Background: an optimization exercise with open tools, aiming at small area. Do not read the settings as production practice. Only simulation tests tie the RTL to the original design; equivalence was not proved. No driver is modelled on the clock port, so clocking that relies on it looks cheaper here than on a real chip. Power figures rest on the tool's default switching activity, not on a simulated workload.

--- design/flow/flow/run.sh ---
#!/bin/bash
# Own layout flow: the standard synthesis (unchanged) fixes the registers;
# its combinational logic is then replaced by the equivalent hand-built
# full-adder netlist from gen4.py, and the standard ORFS flow lays it out.
set -uo pipefail
HERE=$(pwd)
RES=$HERE/orfs/results/$FLOW_PLATFORM/fir_filter/base
bash standard.sh synth > synth_std.log 2>&1 || { echo "standard synthesis failed"; exit 1; }
cp $RES/1_2_yosys.v std_synth.v
python3 flow/gen4.py flow/spec.json gen_rtl.v own_net.v > gen.log 2>&1
if python3 flow/inject.py std_synth.v own_net.v injected.v > inject.log 2>&1; then
  cp injected.v $RES/1_2_yosys.v
  rm -f $RES/1_synth.odb $RES/1_synth.sdc
  bash standard.sh synth > synth_odb.log 2>&1 || { echo "odb from injected netlist failed"; exit 1; }
else
  echo "register mismatch, keeping the standard netlist" | tee -a inject.log
fi
# clock tree: no dummy balancing loads, small clock buffers
export CTS_ARGS="-sink_clustering_enable -repair_clock_nets -dont_use_dummy_load -root_buf sky130_fd_sc_hd__clkbuf_8 -buf_list sky130_fd_sc_hd__clkbuf_4"
# port buffers: the smallest buffer cell
export BUFFER_PORTS_ARGS="-buffer_cell sky130_fd_sc_hd__buf_1"
export POST_CTS_TCL=$HERE/flow/post_cts.tcl
bash standard.sh > layout.log 2>&1
--- design/flow/flow/spec.json ---
{"pre": [["q0", ["x1", "x13"], [7]], ["q1", ["x2", "x12"], [7]], ["q3", ["x4", "x10"], [7], {"cin": [0]}], ["q4", ["x5", "x9"], [7]], ["q5", ["x6", "x8"], [7], {"cin": [0]}]], "out": [["q4", 64], ["q4", 16], ["x7", 128], ["x7", -1], ["q3", 32], ["q1", -16], ["dd", 4], ["dd", 1], ["q0", -16], ["q0", -8], ["q5", 128], ["q5", -16], ["q5", 2]], "sub": [["dd", "q3", "q1"]]}
--- design/flow/constraint.sdc ---
create_clock -name core_clock -period 6.0 [get_ports {clk}]
set_input_delay 1.2000 -clock core_clock [delete_from_list [all_inputs] [get_ports {clk}]]
set_output_delay 1.2000 -clock core_clock [all_outputs]
set_load 0.01 [all_outputs]
--- design/flow/standard.sh ---
#!/bin/bash
# synth_recipe.tcl (not shown) runs the flow's synth.tcl, then flattens the netlist and writes it again
# the make line also repeats each setting of config.mk as NAME=value (left out here)
make -C /OpenROAD-flow-scripts/flow DESIGN_CONFIG=/design/flow/config.mk WORK_HOME=/design/flow/orfs CLKGATE_MAP_FILE= SYNTH_SCRIPT=/design/flow/synth_recipe.tcl "${@:-finish}"
--- design/flow/design.v ---
module fir_filter(
    input              clk,
    input              n_rst,
    input  signed [7:0] din,
    output reg signed [7:0] dout
);
reg [7:0] d0;
reg [7:0] d1;
reg [7:0] d2;
reg [7:0] d3;
reg [7:0] d4;
reg [7:0] d5;
reg [7:0] d6;
reg [7:0] d7;
reg [7:0] d8;
reg [7:0] d9;
reg [7:0] d10;
reg [7:0] d11;
reg [7:0] d12;
reg [7:0] d13;
reg [16:0] m;
wire n1, n2, n3, n4, n5, n6, n7, n8, n9, n10, n11, n12, n13, n14, n15, n16, n17, n18, n19, n20, n21, n22, n23, n24, n25, n26, n27, n28, n29, n30, n31, n32, n33, n34, n35, n36, n37, n38, n39, n40, n41, n42, n43, n44, n45, n46, n47, n48, n49, n50, n51, n52, n53, n54, n55, n56, n57, n58, n59, n60, n61, n62, n63, n64, n65, n66, n67, n68, n69, n70, n71, n72, n73, n74, n75, n76, n77, n78, n79, n80, n81, n82, n83, n84, n85, n86, n87, n88, n89, n90, n91, n92, n93, n94, n95, n96, n97, n98, n99, n100, n101, n102, n103, n104, n105, n106, n107, n108, n109, n110, n111, n112, n113, n114, n115, n116, n117, n118, n119, n120, n121, n122, n123, n124, n125, n126, n127, n128, n129, n130, n131, n132, n133, n134, n135, n136, n137, n138, n139, n140, n141, n142, n143, n144, n145, n146, n147, n148, n149, n150, n151, n152, n153, n154, n155, n156, n157, n158, n159, n160, n161, n162, n163, n164, n165, n166, n167, n168, n169, n170, n171, n172, n173, n174, n175, n176, n177, n178, n179, n180, n181, n182, n183, n184, n185, n186, n187, n188, n189, n190, n191, n192, n193, n194, n195, n196, n197, n198, n199, n200, n201, n202, n203, n204, n205, n206, n207, n208, n209, n210, n211, n212, n213, n214, n215, n216, n217, n218, n219, n220, n221, n222, n223, n224, n225, n226, n227, n228, n229, n230, n231, n232, n233, n234, n235, n236, n237, n238, n239, n240, n241, n242, n243, n244, n245, n246, n247, n248, n249, n250, n251, n252, n253, n254, n255, n256, n257, n258, n259, n260, n261, n262, n263, n264, n265, n266, n267, n268, n269, n270, n271, n272, n273, n274, n275, n276, n277, n278, n279, n280, n281, n282, n283, n284, n285, n286, n287, n288, n289, n290, n291, n292, n293, n294, n295, n296, n297, n298, n299, n300, n301, n302, n303, n304, n305, n306, n307, n308, n309, n310, n311, n312, n313, n314, n315, n316, n317, n318, n319, n320, n321, n322, n323, n324, n325, n327, n329, n331, n333, n335, n337, n339, n341, n343, n344, n345, n346, n347, n348, n349, n350, n351, n352, n353, n354, n355, n356, n357, n358, n359, n360, n361, n362, n363, n364, n365, n366, n367, n368, n369;
assign n1 = d1[0] ^ d13[0];
assign n2 = d1[0] & d13[0];
assign n3 = d1[1] ^ d13[1] ^ n2;
assign n4 = (d1[1] & d13[1]) | (n2 & (d1[1] ^ d13[1]));
assign n5 = d1[2] ^ d13[2] ^ n4;
assign n6 = (d1[2] & d13[2]) | (n4 & (d1[2] ^ d13[2]));
assign n7 = d1[3] ^ d13[3] ^ n6;
assign n8 = (d1[3] & d13[3]) | (n6 & (d1[3] ^ d13[3]));
assign n9 = d1[4] ^ d13[4] ^ n8;
assign n10 = (d1[4] & d13[4]) | (n8 & (d1[4] ^ d13[4]));
assign n11 = d1[5] ^ d13[5] ^ n10;
assign n12 = (d1[5] & d13[5]) | (n10 & (d1[5] ^ d13[5]));
assign n13 = d1[6] ^ d13[6] ^ n12;
assign n14 = (d1[6] & d13[6]) | (n12 & (d1[6] ^ d13[6]));
assign n15 = d1[7] ^ d13[7] ^ n14;
assign n16 = (d1[7] & d13[7]) | (n14 & (d1[7] ^ d13[7]));
assign n17 = d2[0] ^ d12[0];
assign n18 = d2[0] & d12[0];
assign n19 = d2[1] ^ d12[1] ^ n18;
assign n20 = (d2[1] & d12[1]) | (n18 & (d2[1] ^ d12[1]));
assign n21 = d2[2] ^ d12[2] ^ n20;
assign n22 = (d2[2] & d12[2]) | (n20 & (d2[2] ^ d12[2]));
assign n23 = d2[3] ^ d12[3] ^ n22;
assign n24 = (d2[3] & d12[3]) | (n22 & (d2[3] ^ d12[3]));
assign n25 = d2[4] ^ d12[4] ^ n24;
assign n26 = (d2[4] & d12[4]) | (n24 & (d2[4] ^ d12[4]));
assign n27 = d2[5] ^ d12[5] ^ n26;
assign n28 = (d2[5] & d12[5]) | (n26 & (d2[5] ^ d12[5]));
assign n29 = d2[6] ^ d12[6] ^ n28;
assign n30 = (d2[6] & d12[6]) | (n28 & (d2[6] ^ d12[6]));
assign n31 = d2[7] ^ d12[7] ^ n30;
assign n32 = (d2[7] & d12[7]) | (n30 & (d2[7] ^ d12[7]));
assign n33 = ~(d4[0] ^ d10[0]);
assign n34 = d4[0] | d10[0];
assign n35 = d4[1] ^ d10[1] ^ n34;
assign n36 = (d4[1] & d10[1]) | (n34 & (d4[1] ^ d10[1]));
assign n37 = d4[2] ^ d10[2] ^ n36;
assign n38 = (d4[2] & d10[2]) | (n36 & (d4[2] ^ d10[2]));
assign n39 = d4[3] ^ d10[3] ^ n38;
assign n40 = (d4[3] & d10[3]) | (n38 & (d4[3] ^ d10[3]));
assign n41 = d4[4] ^ d10[4] ^ n40;
assign n42 = (d4[4] & d10[4]) | (n40 & (d4[4] ^ d10[4]));
assign n43 = d4[5] ^ d10[5] ^ n42;
assign n44 = (d4[5] & d10[5]) | (n42 & (d4[5] ^ d10[5]));
assign n45 = d4[6] ^ d10[6] ^ n44;
assign n46 = (d4[6] & d10[6]) | (n44 & (d4[6] ^ d10[6]));
assign n47 = d4[7] ^ d10[7] ^ n46;
assign n48 = (d4[7] & d10[7]) | (n46 & (d4[7] ^ d10[7]));
assign n49 = d5[0] ^ d9[0];
assign n50 = d5[0] & d9[0];
assign n51 = d5[1] ^ d9[1] ^ n50;
assign n52 = (d5[1] & d9[1]) | (n50 & (d5[1] ^ d9[1]));
assign n53 = d5[2] ^ d9[2] ^ n52;
assign n54 = (d5[2] & d9[2]) | (n52 & (d5[2] ^ d9[2]));
assign n55 = d5[3] ^ d9[3] ^ n54;
assign n56 = (d5[3] & d9[3]) | (n54 & (d5[3] ^ d9[3]));
assign n57 = d5[4] ^ d9[4] ^ n56;
assign n58 = (d5[4] & d9[4]) | (n56 & (d5[4] ^ d9[4]));
assign n59 = d5[5] ^ d9[5] ^ n58;
assign n60 = (d5[5] & d9[5]) | (n58 & (d5[5] ^ d9[5]));
assign n61 = d5[6] ^ d9[6] ^ n60;
assign n62 = (d5[6] & d9[6]) | (n60 & (d5[6] ^ d9[6]));
assign n63 = d5[7] ^ d9[7] ^ n62;
assign n64 = (d5[7] & d9[7]) | (n62 & (d5[7] ^ d9[7]));
assign n65 = ~(d6[0] ^ d8[0]);
assign n66 = d6[0] | d8[0];
assign n67 = d6[1] ^ d8[1] ^ n66;
assign n68 = (d6[1] & d8[1]) | (n66 & (d6[1] ^ d8[1]));
assign n69 = d6[2] ^ d8[2] ^ n68;
assign n70 = (d6[2] & d8[2]) | (n68 & (d6[2] ^ d8[2]));
assign n71 = d6[3] ^ d8[3] ^ n70;
assign n72 = (d6[3] & d8[3]) | (n70 & (d6[3] ^ d8[3]));
assign n73 = d6[4] ^ d8[4] ^ n72;
assign n74 = (d6[4] & d8[4]) | (n72 & (d6[4] ^ d8[4]));
assign n75 = d6[5] ^ d8[5] ^ n74;
assign n76 = (d6[5] & d8[5]) | (n74 & (d6[5] ^ d8[5]));
assign n77 = d6[6] ^ d8[6] ^ n76;
assign n78 = (d6[6] & d8[6]) | (n76 & (d6[6] ^ d8[6]));
assign n79 = d6[7] ^ d8[7] ^ n78;
assign n80 = (d6[7] & d8[7]) | (n78 & (d6[7] ^ d8[7]));
assign n81 = ~n17;
assign n82 = ~n19;
assign n83 = ~n21;
assign n84 = ~n23;
assign n85 = ~n25;
assign n86 = ~n27;
assign n87 = ~n29;
assign n88 = ~n31;
assign n89 = ~n32;
assign n90 = ~(n33 ^ n81);
assign n91 = n33 | n81;
assign n92 = n35 ^ n82 ^ n91;
assign n93 = (n35 & n82) | (n91 & (n35 ^ n82));
assign n94 = n37 ^ n83 ^ n93;
assign n95 = (n37 & n83) | (n93 & (n37 ^ n83));
assign n96 = n39 ^ n84 ^ n95;
assign n97 = (n39 & n84) | (n95 & (n39 ^ n84));
assign n98 = n41 ^ n85 ^ n97;
assign n99 = (n41 & n85) | (n97 & (n41 ^ n85));
assign n100 = n43 ^ n86 ^ n99;
assign n101 = (n43 & n86) | (n99 & (n43 ^ n86));
assign n102 = n45 ^ n87 ^ n101;
assign n103 = (n45 & n87) | (n101 & (n45 ^ n87));
assign n104 = n47 ^ n88 ^ n103;
assign n105 = (n47 & n88) | (n103 & (n47 ^ n88));
assign n106 = n48 ^ n89 ^ n105;
assign n107 = (n48 & n89) | (n105 & (n48 ^ n89));
assign n108 = ~d7[0];
assign n109 = ~d7[1];
assign n110 = ~d7[2];
assign n111 = ~d7[3];
assign n112 = ~d7[4];
assign n113 = ~d7[5];
assign n114 = ~d7[6];
assign n115 = ~d7[7];
assign n116 = ~n1;
assign n117 = ~n3;
assign n118 = ~n5;
assign n119 = ~n7;
assign n120 = ~n9;
assign n121 = ~n11;
assign n122 = ~n13;
assign n123 = ~n15;
assign n124 = ~n16;
assign n125 = ~n65;
assign n126 = ~n67;
assign n127 = ~n69;
assign n128 = ~n71;
assign n129 = ~n73;
assign n130 = ~n75;
assign n131 = ~n77;
assign n132 = ~n79;
assign n133 = ~n80;
assign n134 = ~(n109 ^ n65);
assign n135 = n109 | n65;
assign n136 = n110 ^ n135 ^ n90;
assign n137 = (n110 & n135) | (n90 & (n110 ^ n135));
assign n138 = n67 ^ n136;
assign n139 = n67 & n136;
assign n140 = n111 ^ n116 ^ n137;
assign n141 = (n111 & n116) | (n137 & (n111 ^ n116));
assign n142 = n69 ^ n92 ^ n139;
assign n143 = (n69 & n92) | (n139 & (n69 ^ n92));
assign n144 = n140 ^ n142;
assign n145 = n140 & n142;
assign n146 = n112 ^ n49 ^ n125;
assign n147 = (n112 & n49) | (n125 & (n112 ^ n49));
assign n148 = n81 ^ n116 ^ n117;
assign n149 = (n81 & n116) | (n117 & (n81 ^ n116));
assign n150 = n146 ^ n148 ^ n141;
assign n151 = (n146 & n148) | (n141 & (n146 ^ n148));
assign n152 = n71 ^ n94 ^ n143;
assign n153 = (n71 & n94) | (n143 & (n71 ^ n94));
assign n154 = n150 ^ n145 ^ n152;
assign n155 = (n150 & n145) | (n152 & (n150 ^ n145));
assign n156 = ~(n113 ^ n33);
assign n157 = n113 | n33;
assign n158 = n156 ^ n51 ^ n147;
assign n159 = (n156 & n51) | (n147 & (n156 ^ n51));
assign n160 = n82 ^ n117 ^ n126;
assign n161 = (n82 & n117) | (n126 & (n82 ^ n117));
assign n162 = n118 ^ n149 ^ n158;
assign n163 = (n118 & n149) | (n158 & (n118 ^ n149));
assign n164 = n160 ^ n162 ^ n151;
assign n165 = (n160 & n162) | (n151 & (n160 ^ n162));
assign n166 = n73 ^ n96 ^ n153;
assign n167 = (n73 & n96) | (n153 & (n73 ^ n96));
assign n168 = n164 ^ n155 ^ n166;
assign n169 = (n164 & n155) | (n166 & (n164 ^ n155));
assign n170 = n114 ^ n49 ^ n157;
assign n171 = (n114 & n49) | (n157 & (n114 ^ n49));
assign n172 = n35 ^ n170 ^ n53;
assign n173 = (n35 & n170) | (n53 & (n35 ^ n170));
assign n174 = n159 ^ n83 ^ n118;
assign n175 = (n159 & n83) | (n118 & (n159 ^ n83));
assign n176 = n127 ^ n161 ^ n172;
assign n177 = (n127 & n161) | (n172 & (n127 ^ n161));
assign n178 = n119 ^ n163 ^ n174;
assign n179 = (n119 & n163) | (n174 & (n119 ^ n163));
assign n180 = n176 ^ n178 ^ n165;
assign n181 = (n176 & n178) | (n165 & (n176 ^ n178));
assign n182 = n75 ^ n98 ^ n167;
assign n183 = (n75 & n98) | (n167 & (n75 ^ n98));
assign n184 = n180 ^ n169 ^ n182;
assign n185 = (n180 & n169) | (n182 & (n180 ^ n169));
assign n186 = d7[0] ^ n115 ^ n65;
assign n187 = (d7[0] & n115) | (n65 & (d7[0] ^ n115));
assign n188 = n51 ^ n186 ^ n171;
assign n189 = (n51 & n186) | (n171 & (n51 ^ n186));
assign n190 = n37 ^ n188 ^ n55;
assign n191 = (n37 & n188) | (n55 & (n37 ^ n188));
assign n192 = n173 ^ n84 ^ n119;
assign n193 = (n173 & n84) | (n119 & (n173 ^ n84));
assign n194 = n128 ^ n175 ^ n177;
assign n195 = (n128 & n175) | (n177 & (n128 ^ n175));
assign n196 = n190 ^ n120 ^ n179;
assign n197 = (n190 & n120) | (n179 & (n190 ^ n120));
assign n198 = n192 ^ n194 ^ n196;
assign n199 = (n192 & n194) | (n196 & (n192 ^ n194));
assign n200 = n181 ^ n77 ^ n100;
assign n201 = (n181 & n77) | (n100 & (n181 ^ n77));
assign n202 = n183 ^ n198 ^ n200;
assign n203 = (n183 & n198) | (n200 & (n183 ^ n198));
assign n204 = n185 ^ n104;
assign n205 = n185 & n104;
assign n206 = ~(d7[1] ^ n187);
assign n207 = d7[1] | n187;
assign n208 = n67 ^ n206 ^ n53;
assign n209 = (n67 & n206) | (n53 & (n67 ^ n206));
assign n210 = n189 ^ n39 ^ n208;
assign n211 = (n189 & n39) | (n208 & (n189 ^ n39));
assign n212 = n57 ^ n191 ^ n193;
assign n213 = (n57 & n191) | (n193 & (n57 ^ n191));
assign n214 = n85 ^ n120 ^ n129;
assign n215 = (n85 & n120) | (n129 & (n85 ^ n120));
assign n216 = n210 ^ n195 ^ n121;
assign n217 = (n210 & n195) | (n121 & (n210 ^ n195));
assign n218 = n197 ^ n212 ^ n214;
assign n219 = (n197 & n212) | (n214 & (n197 ^ n212));
assign n220 = n216 ^ n199 ^ n218;
assign n221 = (n216 & n199) | (n218 & (n216 ^ n199));
assign n222 = n79 ^ n102 ^ n201;
assign n223 = (n79 & n102) | (n201 & (n79 ^ n102));
assign n224 = n220 ^ n203 ^ n222;
assign n225 = (n220 & n203) | (n222 & (n220 ^ n203));
assign n226 = n205 ^ n106;
assign n227 = n205 & n106;
assign n228 = ~(d7[2] ^ n207);
assign n229 = d7[2] | n207;
assign n230 = n69 ^ n228 ^ n55;
assign n231 = (n69 & n228) | (n55 & (n69 ^ n228));
assign n232 = n209 ^ n41 ^ n211;
assign n233 = (n209 & n41) | (n211 & (n209 ^ n41));
assign n234 = n230 ^ n59 ^ n213;
assign n235 = (n230 & n59) | (n213 & (n230 ^ n59));
assign n236 = n86 ^ n121 ^ n130;
assign n237 = (n86 & n121) | (n130 & (n86 ^ n121));
assign n238 = n215 ^ n232 ^ n122;
assign n239 = (n215 & n232) | (n122 & (n215 ^ n232));
assign n240 = n217 ^ n234 ^ n219;
assign n241 = (n217 & n234) | (n219 & (n217 ^ n234));
assign n242 = n236 ^ n80 ^ n238;
assign n243 = (n236 & n80) | (n238 & (n236 ^ n80));
assign n244 = n221 ^ n240 ^ n104;
assign n245 = (n221 & n240) | (n104 & (n221 ^ n240));
assign n246 = n223 ^ n242 ^ n107;
assign n247 = (n223 & n242) | (n107 & (n223 ^ n242));
assign n248 = n244 ^ n225 ^ n227;
assign n249 = (n244 & n225) | (n227 & (n244 ^ n225));
assign n250 = d7[3] ^ n229 ^ n71;
assign n251 = (d7[3] & n229) | (n71 & (d7[3] ^ n229));
assign n252 = n57 ^ n231 ^ n250;
assign n253 = (n57 & n231) | (n250 & (n57 ^ n231));
assign n254 = n43 ^ n233 ^ n252;
assign n255 = (n43 & n233) | (n252 & (n43 ^ n233));
assign n256 = n61 ^ n235 ^ n87;
assign n257 = (n61 & n235) | (n87 & (n61 ^ n235));
assign n258 = n122 ^ n131 ^ n237;
assign n259 = (n122 & n131) | (n237 & (n122 ^ n131));
assign n260 = n254 ^ n123 ^ n239;
assign n261 = (n254 & n123) | (n239 & (n254 ^ n123));
assign n262 = n241 ^ n256 ^ n258;
assign n263 = (n241 & n256) | (n258 & (n241 ^ n256));
assign n264 = n243 ^ n260 ^ n262;
assign n265 = (n243 & n260) | (n262 & (n243 ^ n260));
assign n266 = n106 ^ n245 ^ n264;
assign n267 = (n106 & n245) | (n264 & (n106 ^ n245));
assign n268 = n247 ^ n249;
assign n269 = n247 & n249;
assign n270 = ~(d7[4] ^ n73);
assign n271 = d7[4] | n73;
assign n272 = n251 ^ n270 ^ n59;
assign n273 = (n251 & n270) | (n59 & (n251 ^ n270));
assign n274 = n253 ^ n45 ^ n272;
assign n275 = (n253 & n45) | (n272 & (n253 ^ n45));
assign n276 = n255 ^ n63 ^ n124;
assign n277 = (n255 & n63) | (n124 & (n255 ^ n63));
assign n278 = n88 ^ n123 ^ n132;
assign n279 = (n88 & n123) | (n132 & (n88 ^ n123));
assign n280 = n257 ^ n259 ^ n274;
assign n281 = (n257 & n259) | (n274 & (n257 ^ n259));
assign n282 = n261 ^ n276 ^ n263;
assign n283 = (n261 & n276) | (n263 & (n261 ^ n276));
assign n284 = n278 ^ n280 ^ n107;
assign n285 = (n278 & n280) | (n107 & (n278 ^ n280));
assign n286 = n282 ^ n265 ^ n284;
assign n287 = (n282 & n265) | (n284 & (n282 ^ n265));
assign n288 = n267 ^ n269;
assign n289 = n267 & n269;
assign n290 = d7[5] ^ n271 ^ n75;
assign n291 = (d7[5] & n271) | (n75 & (d7[5] ^ n271));
assign n292 = n61 ^ n273 ^ n290;
assign n293 = (n61 & n273) | (n290 & (n61 ^ n273));
assign n294 = n64 ^ n47 ^ n89;
assign n295 = (n64 & n47) | (n89 & (n64 ^ n47));
assign n296 = n124 ^ n133 ^ n275;
assign n297 = (n124 & n133) | (n275 & (n124 ^ n133));
assign n298 = n292 ^ n277 ^ n279;
assign n299 = (n292 & n277) | (n279 & (n292 ^ n277));
assign n300 = n294 ^ n281 ^ n296;
assign n301 = (n294 & n281) | (n296 & (n294 ^ n281));
assign n302 = n298 ^ n283 ^ n300;
assign n303 = (n298 & n283) | (n300 & (n298 ^ n283));
assign n304 = n285 ^ n302 ^ n287;
assign n305 = (n285 & n302) | (n287 & (n285 ^ n302));
assign n306 = d7[6] ^ n77 ^ n291;
assign n307 = (d7[6] & n77) | (n291 & (d7[6] ^ n77));
assign n308 = n48 ^ n63 ^ n293;
assign n309 = (n48 & n63) | (n293 & (n48 ^ n63));
assign n310 = n306 ^ n295 ^ n297;
assign n311 = (n306 & n295) | (n297 & (n306 ^ n295));
assign n312 = n308 ^ n299 ^ n310;
assign n313 = (n308 & n299) | (n310 & (n308 ^ n299));
assign n314 = n301 ^ n303 ^ n312;
assign n315 = (n301 & n303) | (n312 & (n301 ^ n303));
assign n316 = d7[7] ^ n64 ^ n79;
assign n317 = (d7[7] & n64) | (n79 & (d7[7] ^ n64));
assign n318 = n307 ^ n309 ^ n316;
assign n319 = (n307 & n309) | (n316 & (n307 ^ n309));
assign n320 = n311 ^ n318 ^ n313;
assign n321 = (n311 & n318) | (n313 & (n311 ^ n318));
assign n322 = ~(n80 ^ n317);
assign n323 = n80 | n317;
assign n324 = n322 ^ n319;
assign n325 = n322 & n319;
assign n327 = n108 & n90;
assign n329 = (n134 & n327) | (n92 & (n134 ^ n327));
assign n331 = (n138 & n94) | (n329 & (n138 ^ n94));
assign n333 = (n96 & n331) | (n144 & (n96 ^ n331));
assign n335 = (n98 & n333) | (n154 & (n98 ^ n333));
assign n337 = (n100 & n168) | (n335 & (n100 ^ n168));
assign n339 = (n102 & n184) | (n337 & (n102 ^ n184));
assign n341 = (n202 & n339) | (n204 & (n202 ^ n339));
assign n343 = (n224 & n226) | (n341 & (n224 ^ n226));
assign n344 = m[0] ^ m[1] ^ m[2];
assign n345 = (m[0] & m[1]) | (m[2] & (m[0] ^ m[1]));
assign n346 = m[3] ^ m[4] ^ n345;
assign n347 = (m[3] & m[4]) | (n345 & (m[3] ^ m[4]));
assign n348 = m[5] ^ m[6] ^ n347;
assign n349 = (m[5] & m[6]) | (n347 & (m[5] ^ m[6]));
assign n350 = m[7] ^ m[8] ^ n349;
assign n351 = (m[7] & m[8]) | (n349 & (m[7] ^ m[8]));
assign n352 = m[9] ^ m[10] ^ n351;
assign n353 = (m[9] & m[10]) | (n351 & (m[9] ^ m[10]));
assign n354 = m[11] ^ m[12] ^ n353;
assign n355 = (m[11] & m[12]) | (n353 & (m[11] ^ m[12]));
assign n356 = m[13] ^ m[14] ^ n355;
assign n357 = (m[13] & m[14]) | (n355 & (m[13] ^ m[14]));
assign n358 = m[15] ^ m[16] ^ n357;
assign n359 = (m[15] & m[16]) | (n357 & (m[15] ^ m[16]));
assign n360 = ~n359;
assign n361 = n360 ^ n358;
assign n362 = n361 ? n358 : n346;
assign n363 = n361 ? n358 : n348;
assign n364 = n361 ? n358 : n350;
assign n365 = n361 ? n358 : n352;
assign n366 = n361 ? n358 : n354;
assign n367 = n361 ? n358 : n356;
assign n368 = n361 | n344;
assign n369 = ~din[7];
always @(posedge clk or negedge n_rst) begin
    if (!n_rst) begin
        d0 <= 8'h80;
        d1 <= 8'h80;
        d2 <= 8'h80;
        d3 <= 8'h80;
        d4 <= 8'h80;
        d5 <= 8'h80;
        d6 <= 8'h80;
        d7 <= 8'h80;
        d8 <= 8'h80;
        d9 <= 8'h80;
        d10 <= 8'h80;
        d11 <= 8'h80;
        d12 <= 8'h80;
        d13 <= 8'h80;
        m <= 17'h18000;
        dout <= 8'sd0;
    end else begin
        d0[0] <= din[0];
        d0[1] <= din[1];
        d0[2] <= din[2];
        d0[3] <= din[3];
        d0[4] <= din[4];
        d0[5] <= din[5];
        d0[6] <= din[6];
        d0[7] <= n369;
        d1[0] <= d0[0];
        d1[1] <= d0[1];
        d1[2] <= d0[2];
        d1[3] <= d0[3];
        d1[4] <= d0[4];
        d1[5] <= d0[5];
        d1[6] <= d0[6];
        d1[7] <= d0[7];
        d2[0] <= d1[0];
        d2[1] <= d1[1];
        d2[2] <= d1[2];
        d2[3] <= d1[3];
        d2[4] <= d1[4];
        d2[5] <= d1[5];
        d2[6] <= d1[6];
        d2[7] <= d1[7];
        d3[0] <= d2[0];
        d3[1] <= d2[1];
        d3[2] <= d2[2];
        d3[3] <= d2[3];
        d3[4] <= d2[4];
        d3[5] <= d2[5];
        d3[6] <= d2[6];
        d3[7] <= d2[7];
        d4[0] <= d3[0];
        d4[1] <= d3[1];
        d4[2] <= d3[2];
        d4[3] <= d3[3];
        d4[4] <= d3[4];
        d4[5] <= d3[5];
        d4[6] <= d3[6];
        d4[7] <= d3[7];
        d5[0] <= d4[0];
        d5[1] <= d4[1];
        d5[2] <= d4[2];
        d5[3] <= d4[3];
        d5[4] <= d4[4];
        d5[5] <= d4[5];
        d5[6] <= d4[6];
        d5[7] <= d4[7];
        d6[0] <= d5[0];
        d6[1] <= d5[1];
        d6[2] <= d5[2];
        d6[3] <= d5[3];
        d6[4] <= d5[4];
        d6[5] <= d5[5];
        d6[6] <= d5[6];
        d6[7] <= d5[7];
        d7[0] <= d6[0];
        d7[1] <= d6[1];
        d7[2] <= d6[2];
        d7[3] <= d6[3];
        d7[4] <= d6[4];
        d7[5] <= d6[5];
        d7[6] <= d6[6];
        d7[7] <= d6[7];
        d8[0] <= d7[0];
        d8[1] <= d7[1];
        d8[2] <= d7[2];
        d8[3] <= d7[3];
        d8[4] <= d7[4];
        d8[5] <= d7[5];
        d8[6] <= d7[6];
        d8[7] <= d7[7];
        d9[0] <= d8[0];
        d9[1] <= d8[1];
        d9[2] <= d8[2];
        d9[3] <= d8[3];
        d9[4] <= d8[4];
        d9[5] <= d8[5];
        d9[6] <= d8[6];
        d9[7] <= d8[7];
        d10[0] <= d9[0];
        d10[1] <= d9[1];
        d10[2] <= d9[2];
        d10[3] <= d9[3];
        d10[4] <= d9[4];
        d10[5] <= d9[5];
        d10[6] <= d9[6];
        d10[7] <= d9[7];
        d11[0] <= d10[0];
        d11[1] <= d10[1];
        d11[2] <= d10[2];
        d11[3] <= d10[3];
        d11[4] <= d10[4];
        d11[5] <= d10[5];
        d11[6] <= d10[6];
        d11[7] <= d10[7];
        d12[0] <= d11[0];
        d12[1] <= d11[1];
        d12[2] <= d11[2];
        d12[3] <= d11[3];
        d12[4] <= d11[4];
        d12[5] <= d11[5];
        d12[6] <= d11[6];
        d12[7] <= d11[7];
        d13[0] <= d12[0];
        d13[1] <= d12[1];
        d13[2] <= d12[2];
        d13[3] <= d12[3];
        d13[4] <= d12[4];
        d13[5] <= d12[5];
        d13[6] <= d12[6];
        d13[7] <= d12[7];
        m[0] <= n246;
        m[1] <= n248;
        m[2] <= n343;
        m[3] <= n266;
        m[4] <= n268;
        m[5] <= n286;
        m[6] <= n288;
        m[7] <= n289;
        m[8] <= n304;
        m[9] <= n314;
        m[10] <= n305;
        m[11] <= n315;
        m[12] <= n320;
        m[13] <= n324;
        m[14] <= n321;
        m[15] <= n323;
        m[16] <= n325;
        dout[0] <= n368;
        dout[1] <= n362;
        dout[2] <= n363;
        dout[3] <= n364;
        dout[4] <= n365;
        dout[5] <= n366;
        dout[6] <= n367;
        dout[7] <= n360;
    end
end
endmodule
--- design/flow/flow/post_cts.tcl ---
# After CTS: clock buffers (clkbuf_4) that drive many flip-flops are
# upsized to clkbuf_8 so that every flip-flop clock pin keeps a clean slew.
set upsized 0
foreach inst [get_cells -filter "ref_name == sky130_fd_sc_hd__clkbuf_4"] {
  set out [get_pins -of_objects $inst -filter "direction == output"]
  set net [get_nets -of_objects $out]
  if { $net == "" } { continue }
  set sinks [llength [get_pins -of_objects $net -filter "direction == input"]]
  if { $sinks >= 11 } {
    replace_cell $inst sky130_fd_sc_hd__clkbuf_8
    incr upsized
  }
}
puts "post_cts: upsized $upsized clock buffers"
if { $upsized > 0 } {
  detailed_placement
  check_placement -verbose
  estimate_parasitics -placement
}
--- design/flow/config.mk ---
export PLATFORM = sky130hd
export DESIGN_NAME = fir_filter
export DESIGN_NICKNAME = fir_filter
export VERILOG_FILES = /design/flow/design.v
export SDC_FILE = /design/flow/constraint.sdc
export NUM_CORES = 4
export LEC_CHECK = 0
export CAP_MARGIN = 20
export CORE_MARGIN = 2
export CORE_UTILIZATION = 70
export SLEW_MARGIN = 20
--- design/flow/flow/gen4.py ---
#!/usr/bin/env python3
"""Generator for fir_filter (13-tap symmetric FIR, sky130hd).

Writes two files describing the same circuit:
  * rtl  : plain Verilog (registers + assign statements), the version's RTL
  * net  : the same logic as sky130_fd_sc_hd cells (full/half adders etc.)

Structure (two pipeline stages after the sample delay line):
  d0..d13 : sample delay line, d0 = newest sample. Bit 7 of every sample
            register holds the inverted sign bit, so sample value
            x = {~r[7], r[6:0]} - 128 (reset value of r[7] is 1 -> x = 0).
  stage 1 : S = sum c[k] * d[k+1] (k = 0..12) built as a carry-save tree of
            full adders; columns 0..8 are summed completely, columns 9..17
            are kept as (up to) two rows in registers ma / mb.
  stage 2 : dout <= sat((ma + mb) >> 0)  (the rows hold S[17:9])
"""
import sys, json

AREA = {"fa_1": 20.0192, "ha_1": 12.512, "maj3_1": 10.0096, "and2_1": 6.256,
        "xor2_1": 8.7584, "xnor2_1": 8.7584, "or2_1": 6.256, "inv_1": 3.7536,
        "mux2_1": 11.2608, "dfrtp_1": 25.024, "conb_1": 3.7536, "nor2_1": 3.7536,
        "nand2_1": 3.7536, "dfstp_1": 26.2752, "a21oi_1": 5.0048, "o21ai_0": 5.0048,
        "mux2i_1": 10.0096, "xnor3_1": 22.5216, "xor3_1": 23.7728}
DLY = {"fa_s": 0.45, "fa_c": 0.38, "ha_s": 0.28, "ha_c": 0.20, "g": 0.12, "x2": 0.25, "o2": 0.20}
W = 18
CLKQ = 0.35

class Bit:
    __slots__ = ("net", "neg", "t")
    def __init__(s, net, neg=False, t=CLKQ):
        s.net, s.neg, s.t = net, neg, t

# cell functions as verilog expressions (for the RTL)
FUN = {
    "fa_1":   {"SUM": "{A} ^ {B} ^ {CIN}", "COUT": "({A} & {B}) | ({CIN} & ({A} ^ {B}))"},
    "ha_1":   {"SUM": "{A} ^ {B}", "COUT": "{A} & {B}"},
    "maj3_1": {"X": "({A} & {B}) | ({C} & ({A} ^ {B}))"},
    "and2_1": {"X": "{A} & {B}"},
    "or2_1":  {"X": "{A} | {B}"},
    "xor2_1": {"X": "{A} ^ {B}"},
    "xnor2_1": {"Y": "~({A} ^ {B})"},
    "inv_1":  {"Y": "~{A}"},
    "mux2_1": {"X": "{S} ? {A1} : {A0}"},
}
OUTS = {"SUM", "COUT", "X", "Y", "HI", "LO", "Q"}

class Builder:
    def __init__(s, spec):
        s.spec = spec
        s.cells = []
        s.n = 0
        s.K = 0
    def new(s):
        s.n += 1; return f"n{s.n}"
    def cell(s, typ, pins):
        s.cells.append([typ, pins])
    def fa(s, a, b, c):
        xs = [a, b, c]
        ks = [x for x in xs if x.net == "1'b1"]
        if ks:
            assert len(ks) == 1
            o = [x for x in xs if x.net != "1'b1"]
            return s.fa1(o[0], o[1])
        so, co = s.new(), s.new()
        s.cell("fa_1", {"A": a.net, "B": b.net, "CIN": c.net, "SUM": so, "COUT": co})
        t = max(a.t, b.t, c.t)
        return Bit(so, a.neg, t + DLY["fa_s"]), Bit(co, a.neg, t + DLY["fa_c"])
    def ha(s, a, b):
        if b.net == "1'b1": a, b = b, a
        if a.net == "1'b1":
            assert b.net != "1'b1"
            return s.inv(b), b
        so, co = s.new(), s.new()
        s.cell("ha_1", {"A": a.net, "B": b.net, "SUM": so, "COUT": co})
        t = max(a.t, b.t)
        return Bit(so, a.neg, t + DLY["ha_s"]), Bit(co, a.neg, t + DLY["ha_c"])
    def inv(s, a):
        y = s.new(); s.cell("inv_1", {"A": a.net, "Y": y})
        return Bit(y, a.neg, a.t + DLY["g"])
    def fa1(s, a, b):
        so, co = s.new(), s.new()
        s.cell("xnor2_1", {"A": a.net, "B": b.net, "Y": so})
        s.cell("or2_1", {"A": a.net, "B": b.net, "X": co})
        t = max(a.t, b.t)
        return Bit(so, False, t + DLY["x2"]), Bit(co, False, t + DLY["o2"])

    def ripple(s, bits_a, bits_b, lo, hi):
        """unsigned ripple add of positive bits in positions lo..hi (dicts pos->Bit);
        returns dict pos->Bit incl. carry at hi+1"""
        out = {}; c = None
        for p in range(lo, hi + 1):
            xs = [x for x in (bits_a.get(p), bits_b.get(p), c) if x is not None]
            if len(xs) == 3: sm, c = s.fa(*xs)
            elif len(xs) == 2: sm, c = s.ha(*xs)
            elif len(xs) == 1: sm, c = xs[0], None
            else: sm, c = None, None
            if sm is not None: out[p] = sm
        if c is not None: out[hi + 1] = c
        return out

    def ripple_cin(s, bits_a, bits_b, lo, hi):
        """ripple add with a carry-in of 1 at position lo"""
        out = {}; c = Bit("1'b1", False, 0.0)
        for p in range(lo, hi + 1):
            xs = [x for x in (bits_a.get(p), bits_b.get(p), c) if x is not None]
            if len(xs) == 3: sm, c = s.fa(*xs)
            elif len(xs) == 2: sm, c = s.ha(*xs)
            elif len(xs) == 1: sm, c = xs[0], None
            else: sm, c = None, None
            if sm is not None: out[p] = sm
        if c is not None: out[hi + 1] = c
        return out

    def column(s, p, cols, target):
        """reduce column p to `target` positive bits; carries to p+1"""
        col = cols.get(p, [])
        nxt = cols.setdefault(p + 1, [])
        while True:
            pos = sorted([b for b in col if not b.neg], key=lambda b: b.t)
            neg = sorted([b for b in col if b.neg], key=lambda b: b.t)
            if not neg and len(pos) <= target: break
            cand = []
            if len(neg) >= 3: cand.append((neg[2].t, "n"))
            if len(pos) >= 3 and (len(pos) + len(neg) > target + 1 or neg): cand.append((pos[2].t, "p"))
            if cand:
                cand.sort()
                grp = neg[:3] if cand[0][1] == "n" else pos[:3]
                for b in grp: col.remove(b)
                sm, cy = s.fa(*grp)
                col.append(sm); nxt.append(cy)
            elif neg:
                b = neg[0]; col.remove(b)
                nb = s.inv(b); nb.neg = False
                col.append(nb); s.K -= 1 << p
            elif len(pos) > target:
                if p in s.kbits:
                    s.kbits.discard(p)
                    sm, cy = s.fa1(pos[0], pos[1])
                else:
                    sm, cy = s.ha(pos[0], pos[1])
                col.remove(pos[0]); col.remove(pos[1]); col.append(sm); nxt.append(cy)
            else:
                break
        if p in s.kbits:
            s.kbits.discard(p)
            pos = sorted(col, key=lambda b: b.t)
            if s.spec.get("const_late") == 2:
                col.append(Bit("1'b1", False, 0.0))
            elif len(pos) == 0:
                col.append(Bit("1'b1", False, 0.0))
            elif len(pos) == 1:
                b = pos[0]; col.remove(b); col.append(s.inv(b)); nxt.append(b)
            else:
                sm, cy = s.fa1(pos[0], pos[1]); col.remove(pos[0]); col.remove(pos[1])
                col.append(sm); nxt.append(cy)
        cols[p] = col
        return col

    def build(s):
        spec = s.spec
        nodes = {}
        # sample j as unsigned {~s, x[6:0]}, value = u - 128
        for j in range(1, 14):
            nodes[f"x{j}"] = ({i: Bit(f"d{j}[{i}]") for i in range(8)}, -128)
        for name, (a, b), chunks, *popt in spec["pre"]:
            popt = popt[0] if popt else {}
            va, ka = nodes[a]; vb, kb = nodes[b]
            cins = popt.get("cin", [])   # chunk starts that take a carry-in of 1
            out = {}; extra = []
            lo = 0
            for hi in chunks:
                if lo in cins:
                    va = dict(va); va.setdefault(-1, None)
                    r = s.ripple_cin(va, vb, lo, hi)
                    ka -= 1 << lo
                else:
                    r = s.ripple(va, vb, lo, hi)
                for p, x in r.items():
                    if p in out: extra.append((p, x))
                    else: out[p] = x
                lo = hi + 1
            nodes[name] = (out, ka + kb, extra)
        comp = {}
        def cbit(x):
            if x.net not in comp: comp[x.net] = s.inv(x)
            return comp[x.net]
        for name, a, b in spec.get("sub", []):
            # name = a - b (ripple), a, b: pre-adder nodes
            va, ka = nodes[a][0], nodes[a][1]; vb, kb = nodes[b][0], nodes[b][1]
            w = max(max(va), max(vb)) + 1
            nb = {p: cbit(x) for p, x in vb.items()}
            for p in range(w):
                if p not in nb: nb[p] = None
            # a - b = a + ~b + 1 - 2^w  (b's bits complemented over w bits)
            vbc = {p: x for p, x in nb.items() if x is not None}
            r = s.ripple_cin(va, vbc, 0, w - 1)
            kconst = 0
            for p in range(w):
                if nb[p] is None: kconst += 1 << p   # ~0 = 1 at missing bits
            nodes[name] = (r, ka - kb + kconst + 1 - (1 << w) - 0, [])
            # value check: r = a_bits + ~b_bits(w) + 1 ; a - b = (a_bits+ka) - (b_bits+kb)
            # ~b_bits(w) = 2^w - 1 - b_bits  =>  a_bits - b_bits = r - 2^w
            nodes[name] = (r, ka - kb - (1 << w), [])
            if kconst:
                # missing positions were treated as absent: add them back as constant
                nodes[name] = (r, ka - kb - (1 << w) + kconst, [])
        cols = {}
        for nd, coef in spec["out"]:
            v = nodes[nd]
            vec, k = v[0], v[1]
            extra = v[2] if len(v) > 2 else []
            sh = abs(coef).bit_length() - 1
            assert abs(coef) == 1 << sh
            neg = coef < 0
            for p, x in list(vec.items()) + extra:
                if p + sh >= W: continue
                if neg:   # -b = ~b - 1
                    cols.setdefault(p + sh, []).append(cbit(x))
                    s.K -= 1 << (p + sh)
                else:
                    cols.setdefault(p + sh, []).append(x)
            s.K += coef * k
        # inversions of leftover negative bits (see column()) depend only on
        # the negative bit counts: account for them in K up front
        nn = {p: sum(1 for x in c if x.neg) for p, c in cols.items()}
        for p in range(W):
            n = nn.get(p, 0); f = 0
            while n >= 3: n -= 2; f += 1
            nn[p + 1] = nn.get(p + 1, 0) + f
            s.K -= n << p
        s.K %= 1 << W
        s.kbits = {p for p in range(W) if (s.K >> p) & 1}
        if not spec.get("const_late", False):
            for p in s.kbits:
                cols.setdefault(p, []).append(Bit("1'b1", False, 0.0))
            s.kbits = set()
        s.Kpre = s.K; s.K = 0; s.Kinv = sum(0 for _ in ())
        s.rows = {}
        for p in range(W):
            tgt = 1 if p == W - 1 else 2
            s.column(p, cols, tgt)
        cols.pop(W, None)
        # carry of the low columns 0..8 into column 9 (only the carry is used)
        for p in range(9):
            col = cols.get(p, [])
            while len(col) >= 2:
                col.sort(key=lambda b: b.t)
                if len(col) >= 3:
                    sm, cy = s.fa(col[0], col[1], col[2]); col = col[3:] + [sm]
                else:
                    sm, cy = s.ha(col[0], col[1]); col = [sm]
                cols.setdefault(p + 1, []).append(cy)
            cols[p] = col
        # stage-1 carry-propagate where the bits are early enough: each
        # column so resolved needs one register instead of two
        bud = spec.get("res_budget", 0.0)
        for p in range(9, W):
            col = sorted(cols.get(p, []), key=lambda b: b.t)
            while len(col) >= 2:
                if len(col) >= 3:
                    t = col[2].t + DLY["fa_s"]
                    if t > bud: break
                    sm, cy = s.fa(col[0], col[1], col[2]); col = col[3:]
                else:
                    t = col[1].t + DLY["ha_s"]
                    if t > bud: break
                    sm, cy = s.ha(col[0], col[1]); col = col[2:]
                col.append(sm); col.sort(key=lambda b: b.t)
                if p + 1 < W: cols.setdefault(p + 1, []).append(cy)
            cols[p] = col
        for p in range(9, W):
            s.rows[p] = cols[p]
        return s

def stage2(b):
    """mid registers -> ripple -> sat -> dout"""
    mid = []   # (regname, src Bit, col)
    rows = b.rows
    cnt = {}
    for p in range(9, W):
        for x in rows[p]:
            mid.append((None, x, p))
    k = 0
    for i, (nm, x, p) in enumerate(mid):
        if x.net != "1'b1":
            mid[i] = (f"m[{k}]", x, p); k += 1
    # stage 2 ripple over registered bits
    cols = {}
    for nm, x, p in mid:
        cols.setdefault(p, []).append(Bit("1'b1", False, 0.0) if x.net == "1'b1" else Bit(nm, False, CLKQ))
    C = sum(1 << p for nm, x, p in mid if x.net == "1'b1")
    mid = [m for m in mid if m[1].net != "1'b1"]
    # reset values of the mid registers: their weighted sum plus the
    # constants must be 0 mod 2^W (S = 0 while the state is cleared)
    T = (-C) % (1 << W)
    best = None
    n = len(mid)
    import itertools
    # greedy over columns with carry: choose per column how many bits are set
    bycol = {}
    for i, (nm, x, p) in enumerate(mid): bycol.setdefault(p, []).append(i)
    def dfs(p, carry, chosen):
        nonlocal best
        if p == W:
            if best is None or len(chosen) < len(best): best = list(chosen)
            return
        idx = bycol.get(p, [])
        for k in range(len(idx) + 1):
            tot = carry + k
            if (tot & 1) != ((T >> p) & 1): continue
            dfs(p + 1, tot >> 1, chosen + idx[:k])
    dfs(9, 0, [])
    assert best is not None, "no reset encoding"
    b.setregs = set(mid[i][0] for i in best)
    S = {}
    for p in range(9, W):
        col = cols.get(p, [])
        while len(col) >= 2:
            col.sort(key=lambda x: x.t)
            if len(col) >= 3:
                sm, cy = b.fa(col[0], col[1], col[2]); col = col[3:] + [sm]
            else:
                if p == W - 1 and "1'b1" in (col[0].net, col[1].net):
                    sm = b.inv([x for x in col if x.net != "1'b1"][0]); cy = None
                else:
                    sm, cy = b.ha(col[0], col[1])
                col = [sm]
            if p + 1 < W and cy is not None: cols.setdefault(p + 1, []).append(cy)
        if not col: raise RuntimeError("empty column")
        S[p] = col[0]
    sb = lambda p: S[p].net
    ovf = b.new(); b.cell("xor2_1", {"A": sb(17), "B": sb(16), "X": ovf})
    dn = [None] * 8
    dn[7] = sb(17)
    for i in range(1, 7):
        y = b.new(); b.cell("mux2_1", {"A0": sb(9 + i), "A1": sb(16), "S": ovf, "X": y}); dn[i] = y
    y = b.new(); b.cell("or2_1", {"A": ovf, "B": sb(9), "X": y}); dn[0] = y
    # registers: (cell, regbit name, D net, reset value)
    regs = []
    for j in range(14):
        for i in range(8):
            if j == 0:
                src = "din[7]" if i == 7 else f"din[{i}]"
            else:
                src = f"d{j-1}[{i}]"
            regs.append(("dfstp_1" if i == 7 else "dfrtp_1", f"d{j}[{i}]", src))
    for nm, x, p in mid:
        regs.append(("dfstp_1" if nm in b.setregs else "dfrtp_1", nm, x.net))
    for i in range(8):
        regs.append(("dfrtp_1", f"dout[{i}]", dn[i]))
    # din[7] must be inverted into d0[7]
    y = b.new(); b.cell("inv_1", {"A": "din[7]", "Y": y})
    regs = [(c, r, (y if r == "d0[7]" else d)) for c, r, d in regs]
    prune(b, set(r[2] for r in regs))
    return regs, mid

def prune(b, roots):
    changed = True
    while changed:
        changed = False
        used = set(roots)
        for typ, pins in b.cells:
            for p, n in pins.items():
                if p not in OUTS: used.add(n)
        new = []
        for c in b.cells:
            typ, pins = c
            outs = [p for p in pins if p in OUTS]
            live = [p for p in outs if pins[p] in used]
            if not live:
                changed = True; continue
            if typ == "fa_1" and live == ["COUT"]:
                c[0] = "maj3_1"; c[1] = {"A": pins["A"], "B": pins["B"], "C": pins["CIN"], "X": pins["COUT"]}; changed = True
            elif typ == "ha_1" and live == ["COUT"]:
                c[0] = "and2_1"; c[1] = {"A": pins["A"], "B": pins["B"], "X": pins["COUT"]}; changed = True
            elif typ == "ha_1" and live == ["SUM"]:
                c[0] = "xor2_1"; c[1] = {"A": pins["A"], "B": pins["B"], "X": pins["SUM"]}; changed = True
            elif typ == "xnor2_1" and False:
                pass
            new.append(c)
        b.cells = new

def regs_decl(regs):
    """group register bits by vector name -> width"""
    vec = {}
    for c, r, d in regs:
        nm, idx = r[:-1].split("[")
        vec.setdefault(nm, []).append(int(idx))
    return {k: max(v) + 1 for k, v in vec.items()}

def vnet(n):
    # nets named like d3[2], m0[4] are register outputs (vectors)
    return n

def write_rtl(b, regs, path, header):
    L = [header.rstrip(), "module fir_filter(",
         "    input              clk,",
         "    input              n_rst,",
         "    input  signed [7:0] din,",
         "    output reg signed [7:0] dout",
         ");", ""]
    vec = regs_decl(regs)
    for nm, w in vec.items():
        if nm == "dout": continue
        L.append(f"reg [{w-1}:0] {nm};")
    nets = sorted({n for typ, pins in b.cells for p, n in pins.items() if p in OUTS},
                  key=lambda n: int(n[1:]))
    L.append("wire " + ", ".join(nets) + ";")
    L.append("")
    for typ, pins in b.cells:
        for op, expr in FUN[typ].items():
            if op in pins:
                L.append(f"assign {pins[op]} = " + expr.format(**pins) + ";")
    L.append("")
    L.append("always @(posedge clk or negedge n_rst) begin")
    L.append("    if (!n_rst) begin")
    for nm, w in vec.items():
        rv = 0
        for c, r, d in regs:
            rn, idx = r[:-1].split("[")
            if rn == nm and c == "dfstp_1": rv |= 1 << int(idx)
        L.append(f"        {nm} <= {w}'h{rv:x};" if nm != "dout" else f"        dout <= 8'sd0;")
    L.append("    end else begin")
    for c, r, d in regs:
        L.append(f"        {r} <= {d};")
    L.append("    end")
    L.append("end")
    L.append("")
    L.append("endmodule")
    open(path, "w").write("\n".join(L) + "\n")

def esc(n):
    if "[" in n and not n.startswith(("din[", "dout[")):
        return "\\" + n + " "
    return n

def write_net(b, regs, path):
    L = ["module fir_filter(clk, n_rst, din, dout);",
         "  input clk;", "  input n_rst;", "  input [7:0] din;", "  output [7:0] dout;"]
    wires = set()
    for typ, pins in b.cells:
        wires |= set(pins.values())
    for c, r, d in regs: wires.add(r); wires.add(d)
    wires.discard("1'b1")
    for w in sorted(wires):
        if w.startswith(("din[", "dout[")): continue
        L.append(f"  wire {esc(w)};")
    for i, (typ, pins) in enumerate(b.cells):
        ps = ", ".join(f".{p}({esc(n)})" for p, n in pins.items())
        L.append(f"  sky130_fd_sc_hd__{typ} g{i} ({ps});")
    for c, r, d in regs:
        rst = "SET_B" if c == "dfstp_1" else "RESET_B"
        L.append(f"  sky130_fd_sc_hd__{c} \\{r}$_DFF_PN{'1' if c == 'dfstp_1' else '0'}_  (.CLK(clk), .D({esc(d)}), .Q({esc(r)}), .{rst}(n_rst));")
    L.append("endmodule")
    open(path, "w").write("\n".join(L) + "\n")

def area(b, regs):
    comb = sum(AREA[c[0]] for c in b.cells)
    return comb, comb + sum(AREA[r[0]] for r in regs)

if __name__ == "__main__":
    spec = json.load(open(sys.argv[1]))
    b = Builder(spec).build()
    regs, mid = stage2(b)
    from collections import Counter
    cnt = Counter(c[0] for c in b.cells)
    comb, tot = area(b, regs)
    print(f"regs {len(regs)} mid {len(mid)} comb {comb:.1f} total {tot:.1f} "
          f"mid_t {max(x.t for _, x, _ in mid):.2f}", dict(cnt), file=sys.stderr)
    if len(sys.argv) > 3:
        write_rtl(b, regs, sys.argv[2], open(sys.argv[4]).read() if len(sys.argv) > 4 else "")
        write_net(b, regs, sys.argv[3])
--- design/flow/flow/inject.py ---
#!/usr/bin/env python3
"""Swap the combinational logic of the standard synthesis netlist for the
hand-built cell netlist made by gen4.py, keeping the standard synthesis's
registers: same instance names, same cell types, same count.

usage: inject.py STD_NETLIST OWN_NETLIST OUT_NETLIST
Exits non-zero (and writes nothing) if the registers do not match.
"""
import re, sys

FF = re.compile(r'^\s*sky130_fd_sc_hd__(df\w+)\s+\\(\S+)\$_DFF_(\w+)_\s*\(', re.M)

def regs(path):
    txt = open(path).read()
    out = {}
    for typ, bit, kind in FF.findall(txt):
        out[bit] = (typ, kind)
    return txt, out

std_txt, std = regs(sys.argv[1])
own_txt, own = regs(sys.argv[2])
base = lambda t: t.rsplit("_", 1)[0]
ok = True
if set(std) != set(own):
    print("register sets differ:", sorted(set(std) ^ set(own))[:20]); ok = False
for bit in set(std) & set(own):
    if base(std[bit][0]) != base(own[bit][0]) or std[bit][1] != own[bit][1]:
        print("register type differs:", bit, std[bit], own[bit]); ok = False
if not ok:
    sys.exit(1)

def fix(m):
    typ, bit, kind = m.group(1), m.group(2), m.group(3)
    styp, skind = std[bit]
    return m.group(0).replace("sky130_fd_sc_hd__" + typ, "sky130_fd_sc_hd__" + styp, 1)
out = FF.sub(fix, own_txt)
open(sys.argv[3], "w").write(out)
print(f"injected netlist with {len(std)} registers")
==> results.txt <==
## per-layer routing
layer	share of wire	routed length [µm]	vias up
met2	0.47	4960	73
met4	0.014	148	0
li1	-	-	1144
met3	0.057	596	12
met5	0	0	-
met1	0.46	4765	1551
## power by group
part           switching, W  total [W]  internal (W)
Clock              0.000270   0.000437      0.000167
Sequential        0.0000688    0.00121       0.00114
Combinational       0.00137    0.00273       0.00136
## state kept, by name, summed over array words and instances, names as in the netlist
name	count
d5	8
d8	8
d10	8
d12	8
d2	8
d6	8
dout	8
d13	8
d4	8
d0	8
d1	8
d11	8
d9	8
m	17
d3	8
d7	8
## critical path: cells and delay by family, from the launching register on
kind,cells,cell delay [ps]
adders and majority gates,12,5250
DFF,1,420
## how the worst min path moves through the flow
stage	start	end	slack, ps
floorplan	d11[0]	d12[0]	330
global placement	d3[4]	d4[4]	330
detailed placement	d0[4]	d1[4]	330
global route	d3[7]	d4[7]	330
finish	d3[7]	d4[7]	320
## final cells by class
type / instances / area [µm²]
sequential: 137 / 3448
multi-input combinational: 179 / 3117
fill: 559 / 2140
tap: 129 / 161.4
clock buffer: 17 / 158.9
inverter: 37 / 138.9
timing repair buffer: 24 / 120.1
## stage by stage
stage | power [W] | hold slack, ps | std cells
2_1_floorplan | 0.003348 | 331.2 | 353
3_3_place_gp | 0.003933 | 332.0 | 506
3_5_place_dp | 0.004049 | 334.7 | 506
5_1_grt | 0.004958 | 325.6 | 523
6_report | 0.004375 | 320.6 | 523
==> results.toml <==
[detailed_routing]
wl_per_cell_um = 20.02
routed_wl_um = 10470
antenna_left = 0
vias = 2780
first_pass_iters = 4
drt_iter0_drc = 123
drc = 0
vias_per_cell = 5.315

[setup_path]
required_ps = 6260
path_cells = "ha_1, fa_1, fa_1, fa_1, fa_1, fa_1, fa_1, fa_1, fa_1, fa_1, fa_1, fa_1"
cp.arrival_ps = 6050
start_kind = "flop"
reg2reg_to = "m[8]"
cp-end-kind = "flop"
endpoint = "m[8]"
slowest_stage = "fa_1"
path_common_cell = "fa_1"
reg2reg_setup_slack_ps = 210
r2r_cells = 12
slowest_delay_ps = 610
r2r_start = "d9[0]"
startpoint = "d9[0]"
cp_max_fo = 2
path_class = "flop to flop"

[global_route]
antenna_found_initial = 0
busiest_layer = "met1"
use_met1 = 0.4006
overflow = 0
use_met3 = 0.05951
grt_pass1_wl_um = 17320
grt_max_degree = 80
grt_pass1_vias = 3226
use_met2 = 0.3436
grt_use_total = 0.2456

[timing]
tightest_slew_ps = 928.4
relSlewSlack = 0.3810
clock_skew_ps = 38.89
finalCriticalPeriod_ps = 5791
final.period_utilization = 0.9652
slew_violations = 0
setup_viol = 0
finalWorstSetupSlack_ps = 208.9
hold_viol = 0
rsz0062_at_grt = "false"
max_freq_mhz = 172.7
finalSetupTns_ps = 0

[floorplan]
fp.dieH_um = 101.8
rows = 35
die_area_um2 = 10370
ios = 18
core-area_um2 = 9284
initial_utilization = 0.7216
die_width_um = 101.8

[yosys]
yosysWarningCount = 1
synth_area_um2 = 6699
postSynthCellCount = 353
syn_area_per_cell_um2 = 18.98
syn_nets = 507

[layout]
diodes = 0
nets = 550
final_common_cell = "fa_1"
layout_common_cells = "132 x fa_1, 121 x dfrtp_1, 37 x inv_1"
fin_util = 0.7695
synthToLayoutAreaGrowth_pct = 6.649
drive_gt1_frac = 0.1091
final_area_um2 = 7144

[job]
max_cap_violations = 0

[status]
outcome = "timing/DRC/antenna clean"

[min_path]
hold_path_class = "flop to flop"
whs_path_depth = 0

[place]
dpl_worst_slack_ps = 132.1
gp_congestion = 0.8724
port_buffers = 17
placed_area_um2 = 6980
dpl.hpwl_um = 8834

[clock_network]
clk_latency_ps = 410
cts.sinks = 137
clk_pin_slew_ps = 110
cts_tree = "yes"

[power]
leakagePower_nw = 3.066
ir_worst_vdd_mv = 0.4310
power.density_nw_per_um2 = 612.4

==> what the ideal ports hide <==
The results above use ideal ports. As a check the final layout listed here was re-extracted and re-timed, cells and wires unchanged.
Step 1 assumes that a clkbuf_16 drives the clock port and a buf_2 every other input.
Step 2, shift: input delay + t, output delay - t, t = (earliest + latest rising clock arrival at the registers) / 2. This alone moves slack from input paths to output paths.
a / b / c = ideal / step 1 / step 2; a / b = the first two.
t (ns): 0.433
setup WS [ns]: 0.209 / 0.209 / 0.209
hold WS [ns]: 0.321 / 0.321 / 0.321
After both steps this run still meets setup and hold. For this run, drivers alone change the setup slack by 0.000 ns; drivers and shift together by 0.000 ns.
